Source: an optimization exercise on an open RTL-to-GDS flow (aim: a short achievable clock period and few clock cycles). Production flows keep margins and buffers that such runs may drop. Function was checked by simulation only, so behaviour that the tests miss may differ from the original. Power figures rest on the tool's default switching activity, not on a simulated workload.

$ cat flow/config.mk
export PLATFORM = sky130hd
export DESIGN_NAME = rvMagic
export DESIGN_NICKNAME = rvMagic
export VERILOG_FILES = /design/flow/design.v
export SDC_FILE = /design/flow/constraint.sdc
export NUM_CORES = 4
export LEC_CHECK = 0
export ABC_CLOCK_PERIOD_IN_PS = 1500
export CAP_MARGIN = 20
export CORE_MARGIN = 2
export CORE_UTILIZATION = 30
export SETUP_SLACK_MARGIN = 5
export SLEW_MARGIN = 20
$ cat flow/constraint.sdc
create_clock -name core_clock -period 10.0 [get_ports {clk}]
set_input_delay 2.0000 -clock core_clock [delete_from_list [all_inputs] [get_ports {clk}]]
set_output_delay 2.0000 -clock core_clock [all_outputs]
set_load 0.01 [all_outputs]
$ cat flow/design.v
module register(clk, rst_n, clr, en, d, q);
	parameter NB = 32;
	input clk, rst_n, clr, en;
	input [NB-1:0] d;
	output logic [NB-1:0] q;
	always_ff @(posedge clk, negedge rst_n) begin
		if (rst_n == 0)
			q <= 0;
		else 
			if (clr == 1)
				q <= 0;
			else 
				if (en == 1)
					q <= d;
		end
endmodule
module mux2(in0, in1, sel, out);
   parameter NB = 32;  
   input [NB-1:0] in0, in1;
   input sel;
   output logic [NB-1:0] out;
   assign out = sel ? in1 : in0;
endmodule
module mux3(in0, in1, in2, sel, out);
   parameter NB = 32;  
   input [NB-1:0] in0, in1, in2;
   input [1:0] sel;
   output logic [NB-1:0] out;
   always_comb begin
      case(sel)
         2'b00: out = in0;
         2'b01: out = in1;
         2'b10: out = in2;
         default: out = in0;  
      endcase
   end
endmodule
module rf
(
    input clk, regWrite, rst_n,
    input [5-1:0] readAddr0, readAddr1, writeAddr,
    input [32-1:0] dataIn,
    output logic [32-1:0] dataOut0, dataOut1
);
    localparam REGS = 1 << 5;  
    logic [32-1:0] regs [0:REGS-1];
    always_comb begin
        if (!readAddr0) dataOut0 = 0;
        else if ((readAddr0 == writeAddr) && regWrite) dataOut0 = dataIn;
        else dataOut0 = regs[readAddr0];
        if (!readAddr1) dataOut1 = 0;
        else if ((readAddr1 == writeAddr) && regWrite) dataOut1 = dataIn;
        else dataOut1 = regs[readAddr1];
    end
    always @ (posedge clk or negedge rst_n) begin
    	if (rst_n == 0) begin
    		for (integer i = 0; i < REGS; i++) begin
    			regs[i] <= 32'b0;
    		end
    	end
    	else if (regWrite && (writeAddr != 0)) regs[writeAddr] <= dataIn;
    end
endmodule
module hdu (
    input [5-1:0] ifidRs1, ifidRs2, idexRd,
    input ifidMemWrite, idexMemRead, branchOrJump,
    output logic stall_n, flushIdEx, flushIfIdExMem
);
    always_comb begin
        if (branchOrJump) 
            {stall_n, flushIdEx, flushIfIdExMem} = 3'b111;
        else if (idexMemRead && (idexRd != 0) && !ifidMemWrite && ((idexRd == ifidRs1) || (idexRd == ifidRs2)))
            {stall_n, flushIdEx, flushIfIdExMem} = 3'b010;
        else 
            {stall_n, flushIdEx, flushIfIdExMem} = 3'b100;
    end
endmodule
module fwu (
    input [5-1:0] idexRs1, idexRs2, exmemRs1, exmemRs2, exmemRd, memwbRd,
    input exmemRegWrite, exmemMemWrite, memwbRegWrite, memwbMemToReg,
    output logic [1:0] fwdA, fwdB,
    output logic fwdWriteData, fwdWriteAddr
);
    always_comb begin
        if (exmemRegWrite && (exmemRd != 0) && (exmemRd == idexRs1)) 
            fwdA = 2'b10;  
        else if (memwbRegWrite && (memwbRd != 0) && (memwbRd == idexRs1)) 
            fwdA = 2'b01;  
        else
            fwdA = 2'b00;  
        if (exmemRegWrite && (exmemRd != 0) && (exmemRd == idexRs2)) 
            fwdB = 2'b10;  
        else if (memwbRegWrite && (memwbRd != 0) && (memwbRd == idexRs2)) 
            fwdB = 2'b01;  
        else
            fwdB = 2'b00;  
        if (memwbMemToReg && exmemMemWrite && (memwbRd != 0) && (memwbRd == exmemRs2))
            fwdWriteData = 1;  
        else 
            fwdWriteData = 0;  
        if (memwbMemToReg && exmemMemWrite && (memwbRd != 0) && (memwbRd == exmemRs1))
            fwdWriteAddr = 1;  
        else 
            fwdWriteAddr = 0;  
    end
endmodule
module next_addr_sel_cu (
	input branchIn, compResult, 
	input jumpIn, jalrIn,
	output jalrOut, jumpOrBranch
);
	logic branchTaken;
	assign jalrOut = jalrIn;
	assign branchTaken = branchIn & compResult;
	assign jumpOrBranch = jumpIn | branchTaken;
endmodule
module immgen
(
    input [32-1:0] instruction,
    input [3-1:0] imm_type,  
    output logic [32-1:0] immediate
);
    always_comb begin
        case(imm_type)
            3'b110 :
            begin
                immediate[0] = instruction[20];
                immediate[1+:4] = instruction[21+:4];
                immediate[5+:6] = instruction[25+:6];
                for (int i = 0; i < 21; i++)
                    immediate[11+i] = instruction[31];
            end
            3'b001 :
            begin
                immediate[0] = instruction[7];
                immediate[1+:4] = instruction[8+:4];
                immediate[5+:6] = instruction[25+:6];
                for (int i = 0; i < 21; i++)
                    immediate[11+i] = instruction[31];
            end
            3'b010 :
            begin
                immediate[0+:4] = instruction[8+:4];
                immediate[4+:6] = instruction[25+:6];
                immediate[10] = instruction[7];
                for (int i = 0; i < 21; i++)
                    immediate[11+i] = instruction[31];
            end
            3'b011 :
            begin
                for (int i = 0; i < 12; i++)
                immediate[i] = 0;
                immediate[12+:8] = instruction[12+:8];
                immediate[20+:11] = instruction[20+:11];
                immediate[31] = instruction[31];
            end
            3'b100 :
            begin
                immediate[0+:4] = instruction[21+:4];
                immediate[4+:6] = instruction[25+:6];
                immediate[10] = instruction[20];
                immediate[11+:8] = instruction[12+:8];
                for (int i = 0; i < 13; i++)
                    immediate[19+i] = instruction[31];
            end
            default: immediate = 0;
        endcase
    end
endmodule
module alu (
    input [32-1:0] a, b,
    input [4-1:0] ctl,
    output logic [32-1:0] out
);
    always_comb begin
        case (ctl)
            4'h0:    out = a + b;
            4'h1:    out = a - b;
            4'h2:    out = a & b;
            4'h3:     out = a | b;
            4'h4:    out = a ^ b;
            4'h5:    out = a << b[5 - 1:0];
            4'h6:    out = a >> b[5 - 1:0];
            4'h7:    out = $signed(a) >>> b[5 - 1:0];
            4'h8:    out = a == b ? 1 : 0;
            4'h9:    out = a != b ? 1 : 0;
            4'hA:    out = $signed(a) < $signed(b) ? 1 : 0;
            4'hB:    out = $signed(a) >= $signed(b) ? 1 : 0;
            4'hC:   out = a < b ? 1 : 0;
            4'hD:   out = a >= b ? 1 : 0;
            4'hE:    out = b;
            default: out = 0;  
        endcase
    end
endmodule
module alu_decoder (
    input [6:0] opcode,
    input [2:0] funct3,
    input [6:0] funct7,
    output logic [4-1:0] ctl
);
    always_comb begin
        case (opcode)
            7'b0000011, 7'b0100011, 7'b0010111: ctl = 4'h0;
            7'b0110111: ctl = 4'hE;
            7'b1100011: 
                case (funct3)
                    0:    ctl = 4'h8;
                    1:    ctl = 4'h9;
                    4:    ctl = 4'hA;
                    5:    ctl = 4'hB;
                    6:   ctl = 4'hC;
                    7:   ctl = 4'hD;
                    default: ctl = 4'h0;  
                endcase
            7'b0110011, 7'b0010011:
                case (funct3)
                    0:    
                        ctl = (opcode == 7'b0110011 && funct7[5]) ? 
                        4'h1 : 4'h0;
                    1:        ctl = 4'h5;
                    2:        ctl = 4'hA;
                    3:       ctl = 4'hC;
                    4:        ctl = 4'h4;
                    5:    ctl = funct7[5] ? 4'h7 : 4'h6;
                    6:         ctl = 4'h3;
                    7:        ctl = 4'h2;
                    default: ctl = 4'h0;                
                    endcase
            default: ctl = 0;
        endcase
    end
endmodule
module cu
(
    input [32-1:0] instruction,   
    output logic [3-1:0] imm_type,  
    output logic D_MEM_write, D_MEM_read,  
    output logic [2-1:0] D_MEM_mode,
    output logic RF_write,  
    output logic RS1_PC_ALU_SRC_MUX_sel,  
    output logic RS2_IMM_ALU_SRC_MUX_sel,  
    output logic DMEM_ALU_WB_MUX_sel,  
    output logic branch, jump, jalr  
);
    always_comb begin
        imm_type = 3'b000;
        D_MEM_write = 0;
        D_MEM_read = 0;
        D_MEM_mode = 2'b00;
        RF_write = 0;
        RS1_PC_ALU_SRC_MUX_sel = 0;
        RS2_IMM_ALU_SRC_MUX_sel = 0;
        DMEM_ALU_WB_MUX_sel = 0;
        branch = 0;
        jump = 0;
        jalr = 0;
        if (instruction[0+:7] == 7'b0110111)
        begin
            imm_type = 3'b011;
            DMEM_ALU_WB_MUX_sel = 0;  
            RF_write = 1;
            RS2_IMM_ALU_SRC_MUX_sel = 1;  
        end
        else if (instruction[0+:7] == 7'b0010111)
        begin
            imm_type = 3'b011;
            RF_write = 1;
            RS1_PC_ALU_SRC_MUX_sel = 1;  
            RS2_IMM_ALU_SRC_MUX_sel = 1;  
        end
        else if (instruction[0+:7] == 7'b1101111)
        begin
            imm_type = 3'b100;
            RF_write = 1;
            jump = 1;
        end
        else if (instruction[0+:7] == 7'b1100111 && instruction[12+:3] == 3'b000)
        begin
            imm_type = 3'b110;
            RS2_IMM_ALU_SRC_MUX_sel = 1;
            RF_write = 1;
            jump = 1;
            jalr = 1;
        end
        else if (instruction[0+:7] == 7'b1100011 && instruction[12+:3] == 3'b000)
        begin
            imm_type = 3'b010;
            branch = 1;
        end
        else if (instruction[0+:7] == 7'b1100011 && instruction[12+:3] == 3'b001)
        begin
            imm_type = 3'b010;
            branch = 1;
        end
        else if (instruction[0+:7] == 7'b1100011 && instruction[12+:3] == 3'b100)
        begin
            imm_type = 3'b010;
            branch = 1;
        end
        else if (instruction[0+:7] == 7'b1100011 && instruction[12+:3] == 3'b101)
        begin
            imm_type = 3'b010;
            branch = 1;
        end
        else if (instruction[0+:7] == 7'b1100011 && instruction[12+:3] == 3'b110)
        begin
            imm_type = 3'b010;
            branch = 1;
        end
        else if (instruction[0+:7] == 7'b1100011 && instruction[12+:3] == 3'b111)
        begin
            imm_type = 3'b010;
            branch = 1;
        end
        else if (instruction[0+:7] == 7'b0000011 && instruction[12+:3] == 3'b000)
        begin
            imm_type = 3'b110;
            RS2_IMM_ALU_SRC_MUX_sel = 1;  
            DMEM_ALU_WB_MUX_sel = 1;  
            D_MEM_read = 1;
            D_MEM_mode = 2'b00;
            RF_write = 1;
        end
        else if (instruction[0+:7] == 7'b0000011 && instruction[12+:3] == 3'b001)
        begin
            imm_type = 3'b110;
            RS2_IMM_ALU_SRC_MUX_sel = 1;  
            DMEM_ALU_WB_MUX_sel = 1;  
            D_MEM_read = 1;
            D_MEM_mode = 2'b01;
            RF_write = 1;
        end
        else if (instruction[0+:7] == 7'b0000011 && instruction[12+:3] == 3'b010)
        begin
            imm_type = 3'b110;
            RS2_IMM_ALU_SRC_MUX_sel = 1;  
            DMEM_ALU_WB_MUX_sel = 1;  
            D_MEM_read = 1;
            D_MEM_mode = 2'b10;
            RF_write = 1;
        end
        else if (instruction[0+:7] == 7'b0000011 && instruction[12+:3] == 3'b100)
        begin
            imm_type = 3'b110;
            RS2_IMM_ALU_SRC_MUX_sel = 1;  
            DMEM_ALU_WB_MUX_sel = 1;  
            D_MEM_read = 1;
            D_MEM_mode = 2'b00;
            RF_write = 1;
        end
        else if (instruction[0+:7] == 7'b0000011 && instruction[12+:3] == 3'b101)
        begin
            imm_type = 3'b110;
            RS2_IMM_ALU_SRC_MUX_sel = 1;  
            DMEM_ALU_WB_MUX_sel = 1;  
            D_MEM_read = 1;
            D_MEM_mode = 2'b01;
            RF_write = 1;
        end
        else if (instruction[0+:7] == 7'b0100011 && instruction[12+:3] == 3'b000)
        begin
            imm_type = 3'b001;
            RS2_IMM_ALU_SRC_MUX_sel = 1;  
            D_MEM_write = 1;
            D_MEM_mode = 2'b00;
        end
        else if (instruction[0+:7] == 7'b0100011 && instruction[12+:3] == 3'b001)
        begin
            imm_type = 3'b001;
            RS2_IMM_ALU_SRC_MUX_sel = 1;  
            D_MEM_write = 1;
            D_MEM_mode = 2'b01;
        end
        else if (instruction[0+:7] == 7'b0100011 && instruction[12+:3] == 3'b010)
        begin
            imm_type = 3'b001;
            RS2_IMM_ALU_SRC_MUX_sel = 1;  
            D_MEM_write = 1;
            D_MEM_mode = 2'b10;
        end
        else if (instruction[0+:7] == 7'b0010011 && instruction[12+:3] == 3'b000)
        begin
            imm_type = 3'b110;
            RF_write = 1;
            RS2_IMM_ALU_SRC_MUX_sel = 1;  
            DMEM_ALU_WB_MUX_sel = 0;  
        end
        else if (instruction[0+:7] == 7'b0010011 && instruction[12+:3] == 3'b010)
        begin
            imm_type = 3'b110;
            RF_write = 1;
            RS2_IMM_ALU_SRC_MUX_sel = 1;  
            DMEM_ALU_WB_MUX_sel = 0;  
        end
        else if (instruction[0+:7] == 7'b0010011 && instruction[12+:3] == 3'b011)
        begin
            imm_type = 3'b110;
            RF_write = 1;
            RS2_IMM_ALU_SRC_MUX_sel = 1;  
            DMEM_ALU_WB_MUX_sel = 0;  
        end
        else if (instruction[0+:7] == 7'b0010011 && instruction[12+:3] == 3'b100)
        begin
            imm_type = 3'b110;
            RF_write = 1;
            RS2_IMM_ALU_SRC_MUX_sel = 1;  
            DMEM_ALU_WB_MUX_sel = 0;  
        end
        else if (instruction[0+:7] == 7'b0010011 && instruction[12+:3] == 3'b110)
        begin
            imm_type = 3'b110;
            RF_write = 1;
            RS2_IMM_ALU_SRC_MUX_sel = 1;  
            DMEM_ALU_WB_MUX_sel = 0;  
        end
        else if (instruction[0+:7] == 7'b0010011 && instruction[12+:3] == 3'b111)
        begin
            imm_type = 3'b110;
            RF_write = 1;
            RS2_IMM_ALU_SRC_MUX_sel = 1;  
            DMEM_ALU_WB_MUX_sel = 0;  
        end
        else if (instruction[0+:7] == 7'b0010011 && instruction[12+:3] == 3'b001 && instruction[25+:7] == 7'b0000000)
        begin
            imm_type = 3'b110;
            RF_write = 1;
            RS2_IMM_ALU_SRC_MUX_sel = 1;  
            DMEM_ALU_WB_MUX_sel = 0;  
        end
        else if (instruction[0+:7] == 7'b0010011 && instruction[12+:3] == 3'b101 && instruction[25+:7] == 7'b0000000)
        begin
            imm_type = 3'b110;
            RF_write = 1;
            RS2_IMM_ALU_SRC_MUX_sel = 1;  
            DMEM_ALU_WB_MUX_sel = 0;  
        end
        else if (instruction[0+:7] == 7'b0010011 && instruction[12+:3] == 3'b101 && instruction[25+:7] == 7'b0100000)
        begin
            imm_type = 3'b110;
            RF_write = 1;
            RS2_IMM_ALU_SRC_MUX_sel = 1;  
            DMEM_ALU_WB_MUX_sel = 0;  
        end
        else if (instruction[0+:7] == 7'b0110011 && instruction[12+:3] == 3'b000 && instruction[25+:7] == 7'b0000000)
        begin
            imm_type = 3'b101;
            RF_write = 1;
            RS2_IMM_ALU_SRC_MUX_sel = 0;  
            DMEM_ALU_WB_MUX_sel = 0;  
        end
        else if (instruction[0+:7] == 7'b0110011 && instruction[12+:3] == 3'b000 && instruction[25+:7] == 7'b0100000)
        begin
            imm_type = 3'b101;
            RF_write = 1;
            RS2_IMM_ALU_SRC_MUX_sel = 0;  
            DMEM_ALU_WB_MUX_sel = 0;  
        end
        else if (instruction[0+:7] == 7'b0110011 && instruction[12+:3] == 3'b001 && instruction[25+:7] == 7'b0000000)
        begin
            imm_type = 3'b101;
            RF_write = 1;
            RS2_IMM_ALU_SRC_MUX_sel = 0;  
            DMEM_ALU_WB_MUX_sel = 0;  
        end
        else if (instruction[0+:7] == 7'b0110011 && instruction[12+:3] == 3'b010 && instruction[25+:7] == 7'b0000000)
        begin
            imm_type = 3'b101;
            RF_write = 1;
            RS2_IMM_ALU_SRC_MUX_sel = 0;  
            DMEM_ALU_WB_MUX_sel = 0;  
        end
        else if (instruction[0+:7] == 7'b0110011 && instruction[12+:3] == 3'b011 && instruction[25+:7] == 7'b0000000)
        begin
            imm_type = 3'b101;
            RF_write = 1;
            RS2_IMM_ALU_SRC_MUX_sel = 0;  
            DMEM_ALU_WB_MUX_sel = 0;  
        end
        else if (instruction[0+:7] == 7'b0110011 && instruction[12+:3] == 3'b100 && instruction[25+:7] == 7'b0000000)
        begin
            imm_type = 3'b101;
            RF_write = 1;
            RS2_IMM_ALU_SRC_MUX_sel = 0;  
            DMEM_ALU_WB_MUX_sel = 0;  
        end
        else if (instruction[0+:7] == 7'b0110011 && instruction[12+:3] == 3'b101 && instruction[25+:7] == 7'b0000000)
        begin
            imm_type = 3'b101;
            RF_write = 1;
            RS2_IMM_ALU_SRC_MUX_sel = 0;  
            DMEM_ALU_WB_MUX_sel = 0;  
        end
        else if (instruction[0+:7] == 7'b0110011 && instruction[12+:3] == 3'b101 && instruction[25+:7] == 7'b0100000)
        begin
            imm_type = 3'b101;
            RF_write = 1;
            RS2_IMM_ALU_SRC_MUX_sel = 0;  
            DMEM_ALU_WB_MUX_sel = 0;  
        end
        else if (instruction[0+:7] == 7'b0110011 && instruction[12+:3] == 3'b110 && instruction[25+:7] == 7'b0000000)
        begin
            imm_type = 3'b101;
            RF_write = 1;
            RS2_IMM_ALU_SRC_MUX_sel = 0;  
            DMEM_ALU_WB_MUX_sel = 0;  
        end
        else if (instruction[0+:7] == 7'b0110011 && instruction[12+:3] == 3'b111 && instruction[25+:7] == 7'b0000000)
        begin
            imm_type = 3'b101;
            RF_write = 1;
            RS2_IMM_ALU_SRC_MUX_sel = 0;  
            DMEM_ALU_WB_MUX_sel = 0;  
        end
    end
endmodule
module rvMagic (
    input clk, rst_n,
    output [31:0] I_MEM_addr,
    output I_MEM_memRead,
    input [31:0] I_MEM_dataOut,
    output [31:0] D_MEM_addr,
    output [31:0] D_MEM_dataIn,
    output D_MEM_memRead, D_MEM_memWrite,
    output [1:0] D_MEM_memMode,
    input [31:0] D_MEM_dataOut
);
    localparam BTBW   = 3;
    localparam NBTB   = 1 << BTBW;
    localparam [6:0] OP_LUI    = 7'b0110111,
                     OP_AUIPC  = 7'b0010111,
                     OP_JAL    = 7'b1101111,
                     OP_JALR   = 7'b1100111,
                     OP_BRANCH = 7'b1100011,
                     OP_LOAD   = 7'b0000011,
                     OP_STORE  = 7'b0100011,
                     OP_IMM    = 7'b0010011,
                     OP_OP     = 7'b0110011;
    localparam S_ADD = 0, S_AND = 1, S_OR = 2, S_XOR = 3, S_SLL = 4, S_SR = 5,
               S_SLT = 6, S_SLTU = 7, S_B = 8, S_LINK = 9, NSEL = 10;
    logic [31:0] pc_f;           
    logic [31:0] pc_d;           
    logic        d_valid;        
    logic        use_hold;       
    logic [31:0] hold_instr;
    logic        d_btb;          
    logic [29:0] d_btb_tgt;
    logic [BTBW-1:0] d_btb_idx, e_btb_idx, x_idx;
    logic x_inval, x_alloc, e_back;
    logic a_req, a_ret;
    logic [29:0] a_pc, a_tgt;
    logic [29:0] x_pc, x_tgt;
    logic        e_valid;
    logic [31:0] e_pc, e_link, e_btarget, e_imm;
    logic [31:0] e_rs1v, e_rs2v;
    logic [4:0]  e_rd;
    logic        e_regwrite, e_load, e_store, e_branch, e_jalr, e_jal, e_auipc;
    logic        e_pred_taken, e_imm4, e_late, e_fused, e_btb;
    logic [29:0] e_btb_tgt;
    logic        e_beq, e_bne, e_blt, e_bge, e_bltu, e_bgeu;
    logic [NSEL-1:0] e_sel;
    logic        e_sub, e_sra, e_a_pc, e_b_imm;
    logic        e_fa_m, e_fa_w, e_fa_l, e_fa_r;    
    logic        e_fb_m, e_fb_w, e_fb_l, e_fb_r;    
    logic        e_fs_m, e_fs_w, e_fs_l, e_fs_r;    
    logic [1:0]  e_mode;
    logic [31:0] au_val;         
    logic        m_regwrite, m_load, m_late;
    logic [4:0]  m_rd;
    logic [31:0] m_res;
    logic        m_rd_o, m_wr_o;
    logic [1:0]  m_mode_o;
    logic [31:0] m_addr_o, m_data_o;
    logic        w_regwrite, w_load;
    logic [4:0]  w_rd;
    logic [31:0] w_res;
    logic [31:0] regs [1:31];
    logic [31:0] ras [0:3];
    logic [3:0]  ras_v;
    logic [1:0]  ras_p;
    wire  [31:0] ras_top = ras[ras_p];
    logic [NBTB-1:0] btb_v;
    logic [29:0]     btb_tag [0:NBTB-1];
    logic [29:0]     btb_dst [0:NBTB-1];
    logic [NBTB-1:0] btb_ret;    
    logic [BTBW-1:0] btb_rr;
    logic            btb_hit;
    logic [29:0]     btb_tgt;
    logic [BTBW-1:0] btb_idx;
    always_comb begin
        btb_hit = 1'b0;
        btb_tgt = 30'd0;
        btb_idx = '0;
        for (int i = 0; i < NBTB; i++) begin
            if (btb_v[i] && btb_tag[i] == pc_f[31:2] && (!btb_ret[i] || ras_v[ras_p])) begin
                btb_hit = 1'b1;
                btb_idx = btb_idx | i[BTBW-1:0];
                btb_tgt = btb_tgt | (btb_ret[i] ? ras_top[31:2] : btb_dst[i]);
            end
        end
    end
    wire [31:0] instr = use_hold ? hold_instr : I_MEM_dataOut;
    wire [6:0]  opc   = instr[6:0];
    wire [4:0]  d_rd  = instr[11:7];
    wire [2:0]  d_f3  = instr[14:12];
    wire [4:0]  d_rs1 = instr[19:15];
    wire [4:0]  d_rs2 = instr[24:20];
    wire d_is_lui    = opc == OP_LUI;
    wire d_is_auipc  = opc == OP_AUIPC;
    wire d_is_jal    = opc == OP_JAL;
    wire d_is_jalr   = opc == OP_JALR;
    wire d_is_branch = opc == OP_BRANCH;
    wire d_is_load   = opc == OP_LOAD;
    wire d_is_store  = opc == OP_STORE;
    wire d_is_imm    = opc == OP_IMM;
    wire d_is_op     = opc == OP_OP;
    wire d_use1 = d_is_jalr | d_is_branch | d_is_load | d_is_store | d_is_imm | d_is_op;
    wire d_use2 = d_is_branch | d_is_store | d_is_op;
    wire d_use2_alu = d_is_branch | d_is_op;         
    wire d_writes = d_is_lui | d_is_auipc | d_is_jal | d_is_jalr | d_is_load | d_is_imm | d_is_op;
    wire [31:0] imm_i = {{21{instr[31]}}, instr[30:20]};
    wire [31:0] imm_s = {{21{instr[31]}}, instr[30:25], instr[11:7]};
    wire [31:0] imm_b = {{20{instr[31]}}, instr[7], instr[30:25], instr[11:8], 1'b0};
    wire [31:0] imm_u = {instr[31:12], 12'b0};
    wire [31:0] imm_j = {{12{instr[31]}}, instr[19:12], instr[20], instr[30:21], 1'b0};
    logic [31:0] d_imm;
    always_comb begin
        if (d_is_store)                 d_imm = imm_s;
        else if (d_is_lui | d_is_auipc) d_imm = imm_u;
        else                            d_imm = imm_i;
    end
    wire [31:0] d_link = pc_d + 32'd4;
    wire [18:0] pc_h13   = pc_d[31:13];
    wire [18:0] pc_h13p  = pc_d[31:13] + 19'd1;
    wire [18:0] pc_h13m  = pc_d[31:13] - 19'd1;
    wire [13:0] br_lo    = {1'b0, pc_d[12:0]} + {1'b0, imm_b[12:0]};
    wire [18:0] br_hi    = instr[31] ? (br_lo[13] ? pc_h13 : pc_h13m)
                                     : (br_lo[13] ? pc_h13p : pc_h13);
    wire [31:0] t_br     = {br_hi, br_lo[12:0]};
    wire [10:0] pc_h21   = pc_d[31:21];
    wire [10:0] pc_h21p  = pc_d[31:21] + 11'd1;
    wire [10:0] pc_h21m  = pc_d[31:21] - 11'd1;
    wire [21:0] jl_lo    = {1'b0, pc_d[20:0]} + {1'b0, imm_j[20:0]};
    wire [10:0] jl_hi    = instr[31] ? (jl_lo[21] ? pc_h21 : pc_h21m)
                                     : (jl_lo[21] ? pc_h21p : pc_h21);
    wire [31:0] t_jal    = {jl_hi, jl_lo[20:0]};
    wire [19:0] au_h12   = au_val[31:12];
    wire [19:0] au_h12p  = au_val[31:12] + 20'd1;
    wire [19:0] au_h12m  = au_val[31:12] - 20'd1;
    wire [12:0] fu_lo    = {1'b0, au_val[11:0]} + {1'b0, imm_i[11:0]};
    wire [19:0] fu_hi    = instr[31] ? (fu_lo[12] ? au_h12 : au_h12m)
                                     : (fu_lo[12] ? au_h12p : au_h12);
    wire [31:0] t_fu     = {fu_hi, fu_lo[11:1], 1'b0};
    wire d_rd_link  = (d_rd == 5'd1) | (d_rd == 5'd5);
    wire d_rs1_link = (d_rs1 == 5'd1) | (d_rs1 == 5'd5);
    wire d_is_call  = (d_is_jal | d_is_jalr) & d_rd_link;
    wire d_is_ret   = d_is_jalr & d_rs1_link & (d_rd == 5'd0) & (instr[31:20] == 12'd0);
    wire d_ret_pred = d_is_ret & ras_v[ras_p];
    wire d_fused    = d_is_jalr & e_valid & e_auipc & (e_rd == d_rs1) & (d_rs1 != 5'd0);
    wire [31:0] d_target = instr[2] ? (instr[3] ? t_jal : d_fused ? t_fu : ras_top) : t_br;
    wire        d_pred_taken = d_is_jal | (d_is_branch & instr[31]) | d_ret_pred | d_fused;
    logic [NSEL-1:0] d_sel;
    logic d_sub, d_sra;
    always_comb begin
        d_sel = '0;
        d_sub = 1'b0;
        d_sra = instr[30];
        if (d_is_op | d_is_imm) begin
            case (d_f3)
                3'b000: begin d_sel[S_ADD] = 1'b1; d_sub = d_is_op & instr[30]; end
                3'b001: d_sel[S_SLL] = 1'b1;
                3'b010: begin d_sel[S_SLT] = 1'b1; d_sub = 1'b1; end
                3'b011: begin d_sel[S_SLTU] = 1'b1; d_sub = 1'b1; end
                3'b100: d_sel[S_XOR] = 1'b1;
                3'b101: d_sel[S_SR] = 1'b1;
                3'b110: d_sel[S_OR] = 1'b1;
                3'b111: d_sel[S_AND] = 1'b1;
            endcase
        end else if (d_is_lui)
            d_sel[S_B] = 1'b1;
        else if (d_is_jal | d_is_jalr)
            d_sel[S_LINK] = 1'b1;
        else
            d_sel[S_ADD] = 1'b1;
    end
    wire [31:0] w_data = w_load ? D_MEM_dataOut : w_res;
    wire        w_we   = w_regwrite & (w_rd != 5'd0);
    logic [31:0] d_rs1v, d_rs2v;
    always_comb begin
        if (d_rs1 == 5'd0)                 d_rs1v = 32'd0;
        else if (w_we && (w_rd == d_rs1))  d_rs1v = w_data;
        else                               d_rs1v = regs[d_rs1];
        if (d_rs2 == 5'd0)                 d_rs2v = 32'd0;
        else if (w_we && (w_rd == d_rs2))  d_rs2v = w_data;
        else                               d_rs2v = regs[d_rs2];
    end
    wire e_wr_nz = e_valid & e_regwrite & (e_rd != 5'd0);
    wire m_wr_nz = m_regwrite & (m_rd != 5'd0);
    wire hit_e1 = e_wr_nz & (e_rd == d_rs1);
    wire hit_e2 = e_wr_nz & (e_rd == d_rs2);
    wire hit_m1 = m_wr_nz & (m_rd == d_rs1);
    wire hit_m2 = m_wr_nz & (m_rd == d_rs2);
    wire d_late = d_is_store & e_load & hit_e2 & ~hit_e1;
    wire d_hazard = (e_load & ((hit_e1 & d_use1) | (hit_e2 & d_use2 & ~d_late))) |
                    (e_late & (d_is_load | d_is_store)) |
                    (m_load & ((hit_m1 & (d_is_branch | d_is_jalr)) | (hit_m2 & d_is_branch)));
    wire d_btb_kind = d_is_jal | d_is_branch | d_is_ret;
    wire d_stall    = d_valid & d_hazard;
    wire d_redir    = d_valid & ~d_hazard & (d_btb ? ~d_btb_kind : d_pred_taken);
    wire [31:0] d_next = d_pred_taken ? d_target : d_link;
    wire [31:0] fa = ({32{e_fa_m}} & m_res) | ({32{e_fa_w}} & w_res) |
                     ({32{e_fa_l}} & D_MEM_dataOut) | ({32{e_fa_r}} & e_rs1v);
    wire [31:0] fb = ({32{e_fb_m}} & m_res) | ({32{e_fb_w}} & w_res) |
                     ({32{e_fb_l}} & D_MEM_dataOut) | ({32{e_fb_r}} & e_rs2v);
    wire [31:0] e_sd = ({32{e_fs_m}} & m_res) | ({32{e_fs_w}} & w_res) |
                       ({32{e_fs_l}} & D_MEM_dataOut) | ({32{e_fs_r}} & e_rs2v);
    wire [31:0] ca = ({32{e_fa_m}} & m_res) | ({32{e_fa_w}} & w_res) | ({32{e_fa_r}} & e_rs1v);
    wire [31:0] cb = ({32{e_fb_m}} & m_res) | ({32{e_fb_w}} & w_res) | ({32{e_fb_r}} & e_rs2v);
    wire [31:0] e_a = e_a_pc ? e_pc : fa;
    wire [31:0] e_b = e_b_imm ? e_imm : fb;
    wire [32:0] asum = {1'b0, e_a} + {1'b0, e_b ^ {32{e_sub}}} + {32'd0, e_sub};
    wire [31:0] sum  = asum[31:0];
    wire ltu = ~asum[32];
    wire lt  = (e_a[31] ^ e_b[31]) ? e_a[31] : asum[31];
    wire [4:0] shamt = e_b[4:0];
    wire [31:0] shl = e_a << shamt;
    wire [31:0] shr = $signed({e_sra & e_a[31], e_a}) >>> shamt;
    wire [31:0] e_res = ({32{e_sel[S_ADD]}}  & sum) |
                        ({32{e_sel[S_AND]}}  & (e_a & e_b)) |
                        ({32{e_sel[S_OR]}}   & (e_a | e_b)) |
                        ({32{e_sel[S_XOR]}}  & (e_a ^ e_b)) |
                        ({32{e_sel[S_SLL]}}  & shl) |
                        ({32{e_sel[S_SR]}}   & shr) |
                        ({32{e_sel[S_SLT]}}  & {31'd0, lt}) |
                        ({32{e_sel[S_SLTU]}} & {31'd0, ltu}) |
                        ({32{e_sel[S_B]}}    & e_b) |
                        ({32{e_sel[S_LINK]}} & e_link);
    wire [32:0] cdiff = {1'b0, ca} - {1'b0, cb};
    wire c_eq  = ca == cb;
    wire c_ltu = cdiff[32];
    wire c_lt  = (ca[31] ^ cb[31]) ? ca[31] : cdiff[32];
    wire c_taken = (e_beq & c_eq) | (e_bne & ~c_eq) | (e_blt & c_lt) | (e_bge & ~c_lt) |
                   (e_bltu & c_ltu) | (e_bgeu & ~c_ltu);
    wire [31:0] jsum = ca + e_imm;
    wire e_btb_bad = e_btb & (e_btb_tgt != e_btarget[31:2]);
    wire e_redirect = e_valid & (
        (e_jalr & ~(e_pred_taken & (e_fused | (ca[31:1] == e_btarget[31:1])))) |
        (e_branch & (c_taken ? (~e_pred_taken & ~e_imm4) | e_btb_bad : e_pred_taken)) |
        (e_jal & e_btb_bad));
    wire [31:0] e_target = e_jalr ? {jsum[31:1], 1'b0} :
                           (e_jal | c_taken) ? e_btarget : e_link;
    wire d_go = d_valid & ~d_hazard & ~e_redirect;
    wire [31:0] pc_seq  = btb_hit ? {btb_tgt, 2'b00} : pc_f + 32'd4;
    wire [31:0] pc_dsel = d_stall ? pc_f : d_redir ? d_next : pc_seq;
    wire [31:0] pc_next = e_redirect ? e_target : pc_dsel;
    always_ff @(posedge clk or negedge rst_n) begin
        if (!rst_n) begin
            pc_f     <= 32'd0;
            d_valid  <= 1'b0;
            use_hold <= 1'b0;
        end else begin
            pc_f     <= pc_next;
            d_valid  <= ~e_redirect & ~d_redir;
            use_hold <= ~e_redirect & d_stall;
        end
    end
    always_ff @(posedge clk) begin
        if (!d_stall) begin
            pc_d      <= pc_f;
            d_btb     <= btb_hit;
            d_btb_tgt <= btb_tgt;
            d_btb_idx <= btb_idx;
        end
        if (~use_hold) hold_instr <= I_MEM_dataOut;
    end
    always_ff @(posedge clk or negedge rst_n) begin
        if (!rst_n) begin
            ras_v <= 4'd0;
            ras_p <= 2'd0;
        end else if (d_go & d_is_call) begin
            ras_p        <= ras_p + 2'd1;
            ras_v[ras_p + 2'd1] <= 1'b1;
        end else if (d_go & d_is_ret) begin
            ras_p        <= ras_p - 2'd1;
            ras_v[ras_p] <= 1'b0;
        end
    end
    always_ff @(posedge clk) begin
        if (d_valid & d_is_call) ras[ras_p + 2'd1] <= d_link;
    end
    wire btb_alloc = d_valid & ~d_hazard & ~d_btb & d_btb_kind & d_pred_taken;
    always_ff @(posedge clk or negedge rst_n) begin
        if (!rst_n) begin
            btb_v  <= '0;
            btb_rr <= '0;
        end else begin
            if (a_req) begin
                btb_v[btb_rr] <= 1'b1;
                btb_rr        <= btb_rr + 1'b1;
            end else if (x_alloc) begin
                btb_v[btb_rr] <= 1'b1;
                btb_rr        <= btb_rr + 1'b1;
            end
            if (x_inval) btb_v[x_idx] <= 1'b0;
        end
    end
    always_ff @(posedge clk or negedge rst_n) begin
        if (!rst_n) begin
            x_inval <= 1'b0;
            x_alloc <= 1'b0;
        end else begin
            x_inval <= e_valid & e_branch & e_btb & ~c_taken & ~e_back;
            x_alloc <= e_valid & e_branch & ~e_btb & c_taken & ~e_back & ~e_imm4;
        end
    end
    always_ff @(posedge clk or negedge rst_n) begin
        if (!rst_n) a_req <= 1'b0;
        else        a_req <= btb_alloc;
    end
    always_ff @(posedge clk) begin
        a_pc  <= pc_d[31:2];
        a_tgt <= d_target[31:2];
        a_ret <= d_is_ret;
    end
    always_ff @(posedge clk) begin
        x_idx <= e_btb_idx;
        x_pc  <= e_pc[31:2];
        x_tgt <= e_btarget[31:2];
    end
    always_ff @(posedge clk) begin
        if (a_req) begin
            btb_tag[btb_rr] <= a_pc;
            btb_ret[btb_rr] <= a_ret;
            btb_dst[btb_rr] <= a_tgt;
        end else if (x_alloc) begin
            btb_tag[btb_rr] <= x_pc;
            btb_ret[btb_rr] <= 1'b0;
            btb_dst[btb_rr] <= x_tgt;
        end
    end
    always_ff @(posedge clk or negedge rst_n) begin
        if (!rst_n) begin
            e_valid    <= 1'b0;
            e_regwrite <= 1'b0;
            e_load     <= 1'b0;
            e_store    <= 1'b0;
            e_branch   <= 1'b0;
            e_jalr     <= 1'b0;
            e_jal      <= 1'b0;
            e_late     <= 1'b0;
            e_auipc    <= 1'b0;
        end else begin
            e_valid    <= d_go;
            e_regwrite <= d_go & d_writes;
            e_load     <= d_go & d_is_load;
            e_store    <= d_go & d_is_store;
            e_branch   <= d_go & d_is_branch;
            e_jalr     <= d_go & d_is_jalr;
            e_jal      <= d_go & d_is_jal;
            e_late     <= d_go & d_late;
            e_auipc    <= d_go & d_is_auipc;
        end
    end
    wire ld_m1 = hit_m1 & m_load;
    wire ld_m2 = hit_m2 & m_load;
    always_ff @(posedge clk) begin
        e_pc         <= pc_d;
        e_link       <= d_link;
        au_val       <= pc_d + imm_u;
        e_fused      <= d_fused;
        e_btb        <= d_btb & d_btb_kind;
        e_btb_tgt    <= d_btb_tgt;
        e_btb_idx    <= d_btb_idx;
        e_btarget    <= (d_btb & d_is_ret) ? {d_btb_tgt, 2'b00} : d_target;
        e_pred_taken <= d_pred_taken | (d_btb & d_btb_kind);
        e_imm        <= d_imm;
        e_imm4       <= imm_b == 32'd4;
        e_back       <= instr[31];
        e_rs1v       <= d_rs1v;
        e_rs2v       <= d_rs2v;
        e_rd         <= d_rd;
        e_mode       <= d_f3[1:0];
        e_beq        <= d_f3 == 3'b000;
        e_bne        <= d_f3 == 3'b001;
        e_blt        <= d_f3 == 3'b100;
        e_bge        <= d_f3 == 3'b101;
        e_bltu       <= d_f3 == 3'b110;
        e_bgeu       <= d_f3 == 3'b111;
        e_sel        <= d_sel;
        e_sub        <= d_sub;
        e_sra        <= d_sra;
        e_a_pc       <= d_is_auipc;
        e_b_imm      <= ~(d_is_op | d_is_branch);
        e_fa_m       <= hit_e1;
        e_fa_l       <= ~hit_e1 & ld_m1;
        e_fa_w       <= ~hit_e1 & ~ld_m1 & hit_m1;
        e_fa_r       <= ~hit_e1 & ~hit_m1;
        e_fb_m       <= hit_e2;
        e_fb_l       <= ~hit_e2 & ld_m2;
        e_fb_w       <= ~hit_e2 & ~ld_m2 & hit_m2;
        e_fb_r       <= ~hit_e2 & ~hit_m2;
        e_fs_m       <= hit_e2;
        e_fs_l       <= ~hit_e2 & ld_m2;
        e_fs_w       <= ~hit_e2 & ~ld_m2 & hit_m2;
        e_fs_r       <= ~hit_e2 & ~hit_m2;
    end
    always_ff @(posedge clk or negedge rst_n) begin
        if (!rst_n) begin
            m_regwrite <= 1'b0;
            m_load     <= 1'b0;
            m_rd_o     <= 1'b0;
            m_wr_o     <= 1'b0;
            m_late     <= 1'b0;
        end else begin
            m_regwrite <= e_regwrite;
            m_load     <= e_load;
            m_rd_o     <= e_load;
            m_wr_o     <= (e_store & ~e_late) | m_late;
            m_late     <= e_late;
        end
    end
    always_ff @(posedge clk) begin
        m_rd  <= e_rd;
        m_res <= e_res;
        if (e_load | e_store) begin
            m_addr_o <= sum;
            m_mode_o <= e_mode;
        end
        if (m_late) m_data_o <= D_MEM_dataOut;
        else if (e_store) m_data_o <= e_sd;
    end
    always_ff @(posedge clk or negedge rst_n) begin
        if (!rst_n) begin
            w_regwrite <= 1'b0;
            w_load     <= 1'b0;
        end else begin
            w_regwrite <= m_regwrite;
            w_load     <= m_load;
        end
    end
    always_ff @(posedge clk) begin
        w_rd  <= m_rd;
        w_res <= m_res;
    end
    always_ff @(posedge clk or negedge rst_n) begin
        if (!rst_n) begin
            for (int i = 1; i < 32; i++) regs[i] <= 32'd0;
        end else if (w_we) begin
            regs[w_rd] <= w_data;
        end
    end
    assign I_MEM_addr     = pc_f;
    assign I_MEM_memRead  = 1'b1;
    assign D_MEM_addr     = m_addr_o;
    assign D_MEM_dataIn   = m_data_o;
    assign D_MEM_memRead  = m_rd_o;
    assign D_MEM_memWrite = m_wr_o;
    assign D_MEM_memMode  = m_mode_o;
endmodule
$ cat flow/flow/run.sh
#!/bin/bash
set -euo pipefail
bash standard.sh SETUP_SLACK_MARGIN=6.2 finish > standard_flow.log 2>&1
$ cat flow/standard.sh
#!/bin/bash
# synth_recipe.tcl (not shown) runs the flow's synth.tcl, then flattens the netlist and writes it again
# the make line also repeats each setting of config.mk as NAME=value (left out here)
make -C /OpenROAD-flow-scripts/flow DESIGN_CONFIG=/design/flow/config.mk WORK_HOME=/design/flow/orfs CLKGATE_MAP_FILE= SYNTH_SCRIPT=/design/flow/synth_recipe.tcl "${@:-finish}"
==> notes.md, run 1 <==
Synthesis:
- Yosys printed 2 warnings.
- Each instance of the synthesized netlist takes up on average 9.937 sq um.
- The count of flip-flops with a built-in enable after synthesis is 748.
- The net count after synthesis is 11689.
- The most common flop cell mapped by yosys is dfrtp_1.
- The largest total area in the synthesized netlist belongs to dfrtp_1.
- Synthesis produced roughly 11000 cells.
- The area share of the leading cell type in the synthesized netlist is 0.2346.
- The mapped netlist covers about 110000 sq um.
- In the post-synthesis netlist, the biggest area contributors are dfrtp_1 (23%), edfxtp_1 (20%), dfxtp_1 (8.4%).
- Of the synthesized area, sequential elements account for 0.5166.
- Of all flip-flops after synthesis, the portion carrying an async set or reset was 0.4649.
- The count of distinct cell types in the synthesized netlist is 100.
- The synthesized flop and latch total is 2282.

Layout:
- The area added between synthesis and finish is 29.78%.
- Summing all non-filler instances in the final layout gives an area of ~150000 sq um.
- The net count of the finished layout is 12404.
- The number of inserted filler cells in the final layout is roughly 37000.
- In the final layout, the share of cells above drive strength 1 is 0.2284.

Die:
- The floorplan step defined a core boundary enclosing 375500 sq um.
- The floorplan has approximately 230 rows.
- The die covers 382300 sq um.
- From left edge to right edge, the die measures 618.3 microns.
- Measured along the y axis, the die boundary spans 618.3 microns.
- In this run the count of I/O pins placed on the die edge is 167.
- The effective utilization at floorplan is 0.3014.

Min path:
- The worst hold path passes through 0 cells.
- The launch instance of the worst min-delay path is m_rd[3].
- The class of the tightest hold or removal check is reg2reg.
- The end point of the most critical hold path is w_rd[3].

STA:
- The timing-limited maximum frequency is 216.6 MHz.
- The number of hold violations in the final report is 0.
- Setup repair after global routing could not meet its margin everywhere.
- The ratio of final minimum period to clock period is 0.4616.
- Setup total negative slack on the finished layout was measured at 0 ns.
- At the pin with the least slew margin, the transition time is 1.342 ns.
- The shortest clock period the worst path allows after layout is ~4.6 ns.
- The max-slew violation count is 0.
- The number of failing setup endpoints in the final timing report is 0.
- Clock skew on the completed layout was measured at between 0.1 and 0.15 ns.
- The headroom to the max-slew limit is 0.1054.

Power:
- For this design the ratio of total power to cell area is 226.7 nW/um^2.
- Of the total power, combinational logic draws 0.331.
- The share of total power dissipated in sequential elements is 0.382.
- The cell-internal power is approximately 20000 uW.
- The clock network power share is 0.287.
- The maximum vdd ir drop is 0.0001827 V.
- For this design the total switching power over the nets is 12780 uW.
- For this design the static power due to leakage is 0.05553 uW.
- Of the total power, the share spent switching nets is 0.3837.

Job:
- Max-cap violations in this run came to 0.

Clock tree:
- After clock tree synthesis, the flow added hold-fix buffers numbering 0.
- No sink is reached through more buffers than the 4 on the longest clock path.
- The count of H-tree levels built during CTS is 4.
- The clock root buffer is clkbuf_16.
- The clock input transition at the sequential cells of the worst setup and hold paths is 0.07 ns.
- The number of CTS-inserted buffers is 243.
- The clock reaches the later pin of the worst-skew pair after 1.06 ns.
- The clock sink count is 2282.
- The CTS tree is built.

Placement:
- The detailed placement HPWL is between 300000 and 400000 microns.
- The placed instances occupy a cell area of approximately 120000 sq um.
- The number of buffers added on ports is between 150 and 200.
- The weighted congestion reported at the end of routability-driven placement is 1.033.

Route:
- After detailed routing, the average wire length per cell comes to roughly 36 microns.
- The violation count after the first detailed-route iteration is 19172.
- The first TritonRoute pass finished after 12 iterations.
- The via total after detailed routing is 109234.
- The detail route stage leaves a number of antenna-violating nets equal to 0.
- The total routed wirelength is 621500 microns.
- In the routed design, unresolved DRC markers number 0.
- Dividing the detail-routed via count by the number of cells gives 6.284.

Critical path:
- The data required time of the critical path is approximately 11 ns.
- The cell repeated most along the worst path is buf_4.
- The worst register-to-register path begins at e_fa_m.
- Tracing the worst setup path back leads to its startpoint at e_fa_m.
- The depth of the worst register-to-register path is 19.
- The start-to-end type of the worst setup path is reg2reg.
- The slowest library cell on the worst path is o211ai_1.
- For this run, the slowest stage of the critical path takes 0.92 ns.
- The largest fanout of any net on the critical path is 8.
- The endpoint identified for the worst register-to-register timing path is pc_f[20].
- STA classifies the critical path endpoint as a register.
- The data arrival time of the critical path is between 5 and 6 ns.
- The nature of the critical path startpoint is a register.
- The worst register-to-register path has a setup slack of about 5.4 ns.
- The critical path goes through buf_6, buf_16, a222oi_1, buf_4, inv_4, ha_4, nand4_1, buf_4, nor2_4, a221oi_2, buf_4, a31oi_4, buf_6, or3b_4, and4b_4, nand2_8, mux2i_1, o211ai_1, o31a_1.

GRT:
- The global-route wire length before repair is 829200 microns.
- The largest net degree at the start of global routing is 180.
- After global routing the overflow that remains totals 0.
- The via count of the first global-routing pass is 99651.
- The initial antenna violation count is 74.
- Across every metal layer, demand over resource in global routing totals 0.3083.

Outcome:
- The run finished with no timing, DRC or antenna violations.
## power by group through the flow
stage | Clock [uW] | Sequential (uW) | Combinational (uW)
2_1_floorplan | 0 | 11800 | 4810
3_3_place_gp | 0 | 12700 | 8180
3_5_place_dp | 0 | 12700 | 8280
4_1_cts | 9540 | 12600 | 9900
5_1_grt | 9910 | 12700 | 11300
6_report | 9570 | 12700 | 11000
## worst max-delay path, delay by kind of cell (launching register included)
| kind | cells | cell delay (ns) |
|---|---|---|
| AO/OA/AOI/OAI | 5 | 1.90 |
| buffers and inverters | 7 | 1.07 |
| AND/OR/NAND/NOR | 5 | 0.97 |
| flip-flops | 1 | 0.37 |
| adder cells (fa/ha/maj) | 1 | 0.21 |
| multiplexers | 1 | 0.07 |
## registers in the layout, summed over array words and instances (netlist names), 31 cells and up
name / count
hold_instr: 31
e_imm: 31
btb_dst: 240
btb_tag: 240
m_res: 32
m_addr_o: 32
regs: 992
e_btarget: 32
m_data_o: 32
e_rs1v: 32
w_res: 32
e_rs2v: 32
pc_f: 32
pc_d: 32
ras: 128
## what timing repair did
action | in CTS | in global routing
resized for setup | 1465 | 528
setup buffers | 514 | 212
endpoints found under the hold margin | 0 | 0
pin swaps | 281 | 277
setup endpoints to repair | 591 | 366
cloned | 35 | 16
## per-stage QoR
step	instances	setup slack (ns)	utilization	total power, uW	hold WS [ns]
5_1_grt	17351	5.333	0.3910	33930	0.3416
4_1_cts	17077	5.558	0.3781	32020	0.3236
3_5_place_dp	16068	2.818	0.3300	20990	0.3186
3_3_place_gp	16054	2.758	0.3292	20900	0.3146
2_1_floorplan	11391	4.744	-	16570	0.3096
6_report	17384	5.384	0.3912	33300	0.2973
## cells by family (layout without fill, tap and decap cells)
kind of cell	after synthesis	after routing	share of synthesized area
muxes	471	471	0.04609
adders and majority gates	232	232	0.02604
xor gates and xnor gates	526	526	0.04070
DFF	2282	2282	0.5166
and+or+nand+nor	3336	3345	0.1321
AOI/OAI and AO/OA	3442	3446	0.2008
buffers and inverters	1101	2018	0.03757
other	1	70	0.00003313
## worst max path at each step
| stage | end | slack, ns | cells past startpoint |
|---|---|---|---|
| global placement | pc_f[27] | 2.76 | 11 |
| global route | pc_f[20] | 5.33 | 17 |
| CTS | pc_f[16] | 5.56 | 16 |
| floorplan | pc_f[16] | 4.74 | 14 |
| detailed placement | pc_f[29] | 2.82 | 14 |
| finish | pc_f[20] | 5.38 | 19 |
## cells in the mapped netlist (all sizes together), types with 101 or more instances
| master | number |
|---|---|
| a21oi | 1001 |
| a221oi | 224 |
| a222oi | 138 |
| a22o | 190 |
| a22oi | 475 |
| buf | 131 |
| clkbuf | 747 |
| dfrtp | 1061 |
| dfxtp | 473 |
| edfxtp | 748 |
| ha | 226 |
| inv | 219 |
| mux2i | 369 |
| nand2 | 1113 |
| nand3 | 225 |
| nand4 | 330 |
| nor2 | 1144 |
| nor3 | 132 |
| o21ai | 669 |
| o22ai | 101 |
| xnor2 | 411 |
| xor2 | 115 |
## metal layers
metal	GRT usage	vias up	wire, microns
li1	-	43835	-
met1	0.3681	53255	219100
met2	0.4418	9297	254300
met3	0.1131	2799	84960
met4	0.2522	48	62560
met5	0.007323	-	589
## final cells by class
type / count / area (sq um) / area share
diodes: 69 / 172.7 / 0.001175
clock buffers: 336 / 6843 / 0.04658
clock inverters: 124 / 1430 / 0.009735
inverters: 223 / 1007 / 0.006856
multi-input cells: 8021 / 58420 / 0.3977
flip-flops and latches: 2282 / 58520 / 0.3983
well taps: 4994 / 6248 / 0.04253
repair buffers: 1333 / 14250 / 0.09698
repair inverters: 2 / 25.02 / 0.0001703
## placed cells by master, fill, tap and decap left out, drive strengths merged, types with 224 or more instances in the layout
master,count
mux2i,369
nand2,1117
o21ai,670
a221oi,224
a21oi,1001
nor2,1145
edfxtp,748
dfrtp,1061
buf,1201
xnor2,411
inv,229
clkbuf,359
ha,226
nand4,330
a22oi,475
dfxtp,473
nand3,225
Testbench counts, summed over its fixed seeds: cycles 59,952.
==> run 2, diff against run 1 <==
--- a/flow/design.v
+++ b/flow/design.v
@@ -515,4 +515,32 @@
     end
 endmodule
+module rv_ksadd #(parameter W = 32) (
+    input  [W-1:0] a, b,
+    input          ci,
+    output [W-1:0] s,
+    output         co
+);
+    logic [W-1:0] g [0:6];
+    logic [W-1:0] p [0:6];
+    wire  [W-1:0] p0 = a ^ b;
+    always_comb begin
+        g[0] = a & b;
+        p[0] = p0;
+        g[0][0] = (a[0] & b[0]) | (p0[0] & ci);
+        for (int k = 1; k <= 6; k++) begin
+            for (int i = 0; i < W; i++) begin
+                if (i >= (1 << (k - 1))) begin
+                    g[k][i] = g[k-1][i] | (p[k-1][i] & g[k-1][i - (1 << (k - 1))]);
+                    p[k][i] = p[k-1][i] & p[k-1][i - (1 << (k - 1))];
+                end else begin
+                    g[k][i] = g[k-1][i];
+                    p[k][i] = p[k-1][i];
+                end
+            end
+        end
+    end
+    assign s  = p0 ^ {g[6][W-2:0], ci};
+    assign co = g[6][W-1];
+endmodule
 module rvMagic (
     input clk, rst_n,
@@ -557,5 +585,5 @@
     logic        e_regwrite, e_load, e_store, e_branch, e_jalr, e_jal, e_auipc;
     logic        e_pred_taken, e_imm4, e_late, e_fused, e_btb;
-    logic [29:0] e_btb_tgt;
+    logic [29:0] e_btb_tgt, e_rtgt;
     logic        e_beq, e_bne, e_blt, e_bge, e_bltu, e_bgeu;
     logic [NSEL-1:0] e_sel;
@@ -564,4 +592,6 @@
     logic        e_fb_m, e_fb_w, e_fb_l, e_fb_r;    
     logic        e_fs_m, e_fs_w, e_fs_l, e_fs_r;    
+    logic        ea_m, ea_w, ea_l, ea_r, eb_m, eb_w, eb_l, eb_r;    
+    logic        k_eq, k_ne, k_lt, k_ge, k_ltu, k_geu, x_flush;
     logic [1:0]  e_mode;
     logic [31:0] au_val;         
@@ -634,5 +664,6 @@
     wire [18:0] pc_h13p  = pc_d[31:13] + 19'd1;
     wire [18:0] pc_h13m  = pc_d[31:13] - 19'd1;
-    wire [13:0] br_lo    = {1'b0, pc_d[12:0]} + {1'b0, imm_b[12:0]};
+    wire [13:0] br_lo;
+    rv_ksadd #(13) u_br (.a(pc_d[12:0]), .b(imm_b[12:0]), .ci(1'b0), .s(br_lo[12:0]), .co(br_lo[13]));
     wire [18:0] br_hi    = instr[31] ? (br_lo[13] ? pc_h13 : pc_h13m)
                                      : (br_lo[13] ? pc_h13p : pc_h13);
@@ -641,5 +672,6 @@
     wire [10:0] pc_h21p  = pc_d[31:21] + 11'd1;
     wire [10:0] pc_h21m  = pc_d[31:21] - 11'd1;
-    wire [21:0] jl_lo    = {1'b0, pc_d[20:0]} + {1'b0, imm_j[20:0]};
+    wire [21:0] jl_lo;
+    rv_ksadd #(21) u_jl (.a(pc_d[20:0]), .b(imm_j[20:0]), .ci(1'b0), .s(jl_lo[20:0]), .co(jl_lo[21]));
     wire [10:0] jl_hi    = instr[31] ? (jl_lo[21] ? pc_h21 : pc_h21m)
                                      : (jl_lo[21] ? pc_h21p : pc_h21);
@@ -648,5 +680,6 @@
     wire [19:0] au_h12p  = au_val[31:12] + 20'd1;
     wire [19:0] au_h12m  = au_val[31:12] - 20'd1;
-    wire [12:0] fu_lo    = {1'b0, au_val[11:0]} + {1'b0, imm_i[11:0]};
+    wire [12:0] fu_lo;
+    rv_ksadd #(12) u_fu (.a(au_val[11:0]), .b(imm_i[11:0]), .ci(1'b0), .s(fu_lo[11:0]), .co(fu_lo[12]));
     wire [19:0] fu_hi    = instr[31] ? (fu_lo[12] ? au_h12 : au_h12m)
                                      : (fu_lo[12] ? au_h12p : au_h12);
@@ -709,14 +742,14 @@
     wire d_redir    = d_valid & ~d_hazard & (d_btb ? ~d_btb_kind : d_pred_taken);
     wire [31:0] d_next = d_pred_taken ? d_target : d_link;
-    wire [31:0] fa = ({32{e_fa_m}} & m_res) | ({32{e_fa_w}} & w_res) |
-                     ({32{e_fa_l}} & D_MEM_dataOut) | ({32{e_fa_r}} & e_rs1v);
-    wire [31:0] fb = ({32{e_fb_m}} & m_res) | ({32{e_fb_w}} & w_res) |
-                     ({32{e_fb_l}} & D_MEM_dataOut) | ({32{e_fb_r}} & e_rs2v);
+    wire [31:0] fa = ({32{e_fa_m}} & m_res) | ({32{e_fa_w}} & w_res) | ({32{e_fa_r}} & e_rs1v);
+    wire [31:0] fb = ({32{e_fb_m}} & m_res) | ({32{e_fb_w}} & w_res) | ({32{e_fb_r}} & e_rs2v);
     wire [31:0] e_sd = ({32{e_fs_m}} & m_res) | ({32{e_fs_w}} & w_res) |
                        ({32{e_fs_l}} & D_MEM_dataOut) | ({32{e_fs_r}} & e_rs2v);
-    wire [31:0] ca = ({32{e_fa_m}} & m_res) | ({32{e_fa_w}} & w_res) | ({32{e_fa_r}} & e_rs1v);
-    wire [31:0] cb = ({32{e_fb_m}} & m_res) | ({32{e_fb_w}} & w_res) | ({32{e_fb_r}} & e_rs2v);
-    wire [31:0] e_a = e_a_pc ? e_pc : fa;
-    wire [31:0] e_b = e_b_imm ? e_imm : fb;
+    wire [31:0] ca = fa;
+    wire [31:0] cb = fb;
+    wire [31:0] e_a = ({32{e_a_pc}} & e_pc) | ({32{ea_m}} & m_res) | ({32{ea_w}} & w_res) |
+                      ({32{ea_l}} & D_MEM_dataOut) | ({32{ea_r}} & e_rs1v);
+    wire [31:0] e_b = ({32{e_b_imm}} & e_imm) | ({32{eb_m}} & m_res) | ({32{eb_w}} & w_res) |
+                      ({32{eb_l}} & D_MEM_dataOut) | ({32{eb_r}} & e_rs2v);
     wire [32:0] asum = {1'b0, e_a} + {1'b0, e_b ^ {32{e_sub}}} + {32'd0, e_sub};
     wire [31:0] sum  = asum[31:0];
@@ -736,5 +769,8 @@
                         ({32{e_sel[S_B]}}    & e_b) |
                         ({32{e_sel[S_LINK]}} & e_link);
-    wire [32:0] cdiff = {1'b0, ca} - {1'b0, cb};
+    wire [32:0] cdiff;
+    wire        cdiff_co;
+    rv_ksadd #(32) u_cmp (.a(ca), .b(~cb), .ci(1'b1), .s(cdiff[31:0]), .co(cdiff_co));
+    assign cdiff[32] = ~cdiff_co;
     wire c_eq  = ca == cb;
     wire c_ltu = cdiff[32];
@@ -742,15 +778,33 @@
     wire c_taken = (e_beq & c_eq) | (e_bne & ~c_eq) | (e_blt & c_lt) | (e_bge & ~c_lt) |
                    (e_bltu & c_ltu) | (e_bgeu & ~c_ltu);
-    wire [31:0] jsum = ca + e_imm;
+    wire [31:0] jsum;
+    wire        jsum_co;
+    rv_ksadd #(32) u_jsum (.a(ca), .b(e_imm), .ci(1'b0), .s(jsum), .co(jsum_co));
     wire e_btb_bad = e_btb & (e_btb_tgt != e_btarget[31:2]);
     wire e_redirect = e_valid & (
-        (e_jalr & ~(e_pred_taken & (e_fused | (ca[31:1] == e_btarget[31:1])))) |
-        (e_branch & (c_taken ? (~e_pred_taken & ~e_imm4) | e_btb_bad : e_pred_taken)) |
-        (e_jal & e_btb_bad));
+        (e_jalr & ~(e_pred_taken & (e_fused | ((ca[31:2] == e_rtgt) & ~ca[1])))) |
+        (c_eq & k_eq) | (~c_eq & k_ne) | (c_lt & k_lt) | (~c_lt & k_ge) |
+        (c_ltu & k_ltu) | (~c_ltu & k_geu) |
+        e_btb_bad);
     wire [31:0] e_target = e_jalr ? {jsum[31:1], 1'b0} :
-                           (e_jal | c_taken) ? e_btarget : e_link;
+                           e_btb_bad ? e_pc :
+                           e_pred_taken ? e_link : e_btarget;
     wire d_go = d_valid & ~d_hazard & ~e_redirect;
-    wire [31:0] pc_seq  = btb_hit ? {btb_tgt, 2'b00} : pc_f + 32'd4;
-    wire [31:0] pc_dsel = d_stall ? pc_f : d_redir ? d_next : pc_seq;
+    wire d_ok   = d_valid & ~d_hazard;
+    wire s_jal  = d_ok & ~d_btb & d_is_jal;
+    wire s_br   = d_ok & ~d_btb & d_is_branch & instr[31];
+    wire s_fu   = d_ok & d_fused & ~(d_btb & d_is_ret);
+    wire s_ras  = d_ok & ~d_btb & d_ret_pred & ~d_fused;
+    wire s_link = d_ok & d_btb & ~d_btb_kind & ~d_fused;
+    wire s_seq  = ~d_stall & ~s_jal & ~s_br & ~s_fu & ~s_ras & ~s_link;
+    wire [31:0] pc_inc = pc_f + 32'd4;
+    wire [31:0] pc_dsel = ({32{d_stall}} & pc_f) |
+                          ({32{s_jal}} & t_jal) |
+                          ({32{s_br}} & t_br) |
+                          ({32{s_fu}} & t_fu) |
+                          ({32{s_ras}} & ras_top) |
+                          ({32{s_link}} & d_link) |
+                          ({32{s_seq & btb_hit}} & {btb_tgt, 2'b00}) |
+                          ({32{s_seq & ~btb_hit}} & pc_inc);
     wire [31:0] pc_next = e_redirect ? e_target : pc_dsel;
     always_ff @(posedge clk or negedge rst_n) begin
@@ -803,4 +857,5 @@
             end
             if (x_inval) btb_v[x_idx] <= 1'b0;
+            if (x_flush) btb_v <= '0;
         end
     end
@@ -809,6 +864,8 @@
             x_inval <= 1'b0;
             x_alloc <= 1'b0;
+            x_flush <= 1'b0;
         end else begin
             x_inval <= e_valid & e_branch & e_btb & ~c_taken & ~e_back;
+            x_flush <= e_valid & e_btb_bad;
             x_alloc <= e_valid & e_branch & ~e_btb & c_taken & ~e_back & ~e_imm4;
         end
@@ -862,4 +919,7 @@
         end
     end
+    wire d_rs2_alu = d_is_op | d_is_branch;
+    wire d_br_p  = d_pred_taken | (d_btb & d_btb_kind);
+    wire d_br_nt = ~d_br_p & (imm_b != 32'd4);
     wire ld_m1 = hit_m1 & m_load;
     wire ld_m2 = hit_m2 & m_load;
@@ -869,8 +929,9 @@
         au_val       <= pc_d + imm_u;
         e_fused      <= d_fused;
-        e_btb        <= d_btb & d_btb_kind;
+        e_btb        <= d_btb & (d_is_jal | d_is_branch);
         e_btb_tgt    <= d_btb_tgt;
         e_btb_idx    <= d_btb_idx;
-        e_btarget    <= (d_btb & d_is_ret) ? {d_btb_tgt, 2'b00} : d_target;
+        e_btarget    <= instr[2] ? (instr[3] ? t_jal : t_fu) : t_br;
+        e_rtgt       <= d_btb ? d_btb_tgt : ras_top[31:2];
         e_pred_taken <= d_pred_taken | (d_btb & d_btb_kind);
         e_imm        <= d_imm;
@@ -900,4 +961,18 @@
         e_fb_w       <= ~hit_e2 & ~ld_m2 & hit_m2;
         e_fb_r       <= ~hit_e2 & ~hit_m2;
+        ea_m         <= ~d_is_auipc & hit_e1;
+        ea_l         <= ~d_is_auipc & ~hit_e1 & ld_m1;
+        ea_w         <= ~d_is_auipc & ~hit_e1 & ~ld_m1 & hit_m1;
+        ea_r         <= ~d_is_auipc & ~hit_e1 & ~hit_m1;
+        eb_m         <= d_rs2_alu & hit_e2;
+        eb_l         <= d_rs2_alu & ~hit_e2 & ld_m2;
+        eb_w         <= d_rs2_alu & ~hit_e2 & ~ld_m2 & hit_m2;
+        eb_r         <= d_rs2_alu & ~hit_e2 & ~hit_m2;
+        k_eq         <= d_is_branch & ((d_f3 == 3'b000) ? d_br_nt : (d_f3 == 3'b001) & d_br_p);
+        k_ne         <= d_is_branch & ((d_f3 == 3'b001) ? d_br_nt : (d_f3 == 3'b000) & d_br_p);
+        k_lt         <= d_is_branch & ((d_f3 == 3'b100) ? d_br_nt : (d_f3 == 3'b101) & d_br_p);
+        k_ge         <= d_is_branch & ((d_f3 == 3'b101) ? d_br_nt : (d_f3 == 3'b100) & d_br_p);
+        k_ltu        <= d_is_branch & ((d_f3 == 3'b110) ? d_br_nt : (d_f3 == 3'b111) & d_br_p);
+        k_geu        <= d_is_branch & ((d_f3 == 3'b111) ? d_br_nt : (d_f3 == 3'b110) & d_br_p);
         e_fs_m       <= hit_e2;
         e_fs_l       <= ~hit_e2 & ld_m2;
--- a/flow/config.mk
+++ b/flow/config.mk
@@ -9,5 +9,5 @@
 export CAP_MARGIN = 20
 export CORE_MARGIN = 2
-export CORE_UTILIZATION = 30
+export CORE_UTILIZATION = 40
 export SETUP_SLACK_MARGIN = 5
 export SLEW_MARGIN = 20
==> notes.md, run 2 <==
Outcome:
- The run finished with no timing, DRC or antenna violations.

Power:
- The switching fraction of total power was 0.3981 (+0.01446).
- The clock network power share came to 0.285 (-0.002).
- The leakage power is 0.05650 uW (+1.7%).
- The power density of the placed cells is 241.5 nW/um^2 (+6.6%).
- The net switching power figure is 14170 uW (+11%).
- The sequential group share of total power was 0.378 (-0.004).

Synthesis:
- The most common flop cell mapped by yosys is dfrtp_1.
- The net count after synthesis was 11894 (+1.8%).
- The synthesized cell area is 114900 sq um (+1.5%).

Job:
- The max-cap violation count is 0 (unchanged).

STA:
- The timing-limited maximum frequency is 220.0 MHz (+1.6%).
- Setup repair after global routing could not meet its margin everywhere.
- The ratio of final minimum period to clock period was 0.4546 (-0.007064).

Critical path:
- Following the worst setup path forward leads to its endpoint at pc_f[31].
- The data arrival time of the critical path was 5.37 ns (-0.16 ns).
- The register-to-register path setup slack is 5.45 ns (+0.07 ns).
- The endpoint class of the critical path is a register.
- The largest fanout of any net on the critical path is 7 (-1).

GRT:
- The global-route wire length before repair came to 874200 microns (+5.4%).
- The via count of the first global-routing pass is 103569 (+3.9%).
- The initial antenna violation count was 82 (+11%).

Min path:
- The path class of the tightest hold or removal check is reg2reg.

Route:
- The total routed wirelength came to 658600 microns (+6.0%).

Die:
- The effective utilization at floorplan is 0.4025 (+0.1011).
- The count of pins on the block boundary is 167 (unchanged).
- The die span in y was 540.0 microns (-13%).

Placement:
- The total placed instance area is 123400 sq um (-0.39%).

Layout:
- The final core utilization came to 0.5162 (+0.1250).
- The largest registers in the layout are regs (992), btb_dst (240), btb_tag (240).

Clock tree:
- The count of hold buffers inserted by post-cts repair is 0 (unchanged).
- The number of CTS-inserted buffers is 267 (+9.9%).
- The clock root buffer is clkbuf_16.
- The maximum count of clock buffers along a single path is 4 (unchanged).
-- run 2: cell count changes in the layout (fill, tap and decap cells not counted), moves of 38 or more --
cell / before / now
a221oi_1: 119 / 81
a22o_1: 190 / 136
a22oi_1: 454 / 598
a22oi_2: 21 / 90
nand2_1: 1066 / 1184
nand2_2: 20 / 74
nand4_1: 330 / 240
nor2_1: 1051 / 1002
nor2b_1: 49 / 10
-- run 2: final cells by class --
type	count	area [sq um]	area share
well taps	3762	4707	0.03195
diodes	56	140.1	0.0009511
repair buffers	1329	14470	0.09823
clock buffers	357	7467	0.05068
multi-input cells	8160	58820	0.3992
repair inverters	4	32.53	0.0002208
flip-flops and latches	2325	59410	0.4032
inverters	203	955.9	0.006488
clock inverters	122	1338	0.009078
-- run 2: repair_timing --
item	4_1_cts	5_1_grt
setup buffers	633	150
setup endpoints to repair	556	337
pin swaps	425	269
gates resized for setup	1519	344
gates cloned	55	15
-- run 2: worst min path at each step --
stage                       from       end  slack, ns  cells past startpoint
floorplan           e_btb_idx[0]  x_idx[0]       0.31                      0
global placement    e_btb_idx[1]  x_idx[1]       0.32                      0
detailed placement  e_btb_idx[2]  x_idx[2]       0.31                      0
CTS                 e_btb_idx[2]  x_idx[2]       0.34                      0
global route        e_btb_idx[1]  x_idx[1]       0.35                      0
finish              e_btb_idx[1]  x_idx[1]       0.34                      0
-- run 2: per-stage QoR --
step | setup WS [ns] | std cells | power (uW)
finish | 5.454 | 16318 | 35590
floorplan | 4.842 | 11596 | 17440
CTS | 5.645 | 16088 | 34320
global placement | 2.941 | 14916 | 22450
global route | 5.438 | 16274 | 36160
detailed placement | 2.906 | 14921 | 22540
-- run 2: metal layers --
layer / part of all wire / vias to the layer above / track usage / wire [microns]
li1: - / 44433 / - / -
met1: 0.36 / 54894 / 0.5361 / 237500
met2: 0.39 / 10446 / 0.5838 / 255100
met3: 0.15 / 3138 / 0.1940 / 101700
met4: 0.095 / 57 / 0.3139 / 62600
met5: 0.0025 / - / 0.01841 / 1667
-- run 2: worst max-delay path, cell delays in order (launching register included) --
cell	delay, ns
dfxtp_4	0.41
buf_12	0.17
a222oi_1	0.66
buf_4	0.23
inv_2	0.06
ha_4	0.30
inv_1	0.06
o21ai_0	0.24
o21ai_0	0.14
and3_2	0.27
a21oi_4	0.23
o2111ai_2	0.21
a31o_2	0.33
o211a_1	0.25
a211oi_4	0.61
o32a_1	0.24
-- run 2: cell families after synthesis --
| kind of cell | synth area share |
|---|---|
| DFF | 0.5165 |
| AOI/OAI and AO/OA | 0.2044 |
| other | 0.00003264 |
| and+or+nand+nor | 0.1279 |
| adders and majority gates | 0.02583 |
| buffers and inverters | 0.03709 |
| muxes | 0.04471 |
| xor gates and xnor gates | 0.04353 |
-- run 2: power groups by stage --
stage | logic (uW) | clock network [uW] | registers (uW)
finish | 12000 | 10200 | 13500
global route | 12300 | 10500 | 13400
CTS | 11000 | 10100 | 13200
detailed placement | 9170 | 0 | 13400
global placement | 9080 | 0 | 13400
floorplan | 5260 | 0 | 12200
Testbench counts of run 2, summed over its fixed seeds: cycles 59,952.

## static timing again, ports no longer ideal
Ports are ideal in the flow. The routed layouts listed here were re-timed in OpenROAD.
Step 1 sets driving cells, clkbuf_16 on the clock port and buf_2 on the other inputs (assumed; they add their load-dependent delay and slew).
Step 2, shift: input delay + t, output delay - t, t = (earliest + latest rising clock arrival at the registers) / 2. This alone moves slack from input paths to output paths.
Slacks: ideal / step 1 / step 2; pairs: ideal / step 1.
| run | t, ns | slack for setup (ns) |
|---|---|---|
| run 1 | 1.090 | 5.384 / 5.384 / 4.355 |
| run 2 | 1.010 | 5.454 / 5.454 / 4.569 |
After both steps every run listed still meets setup and hold.
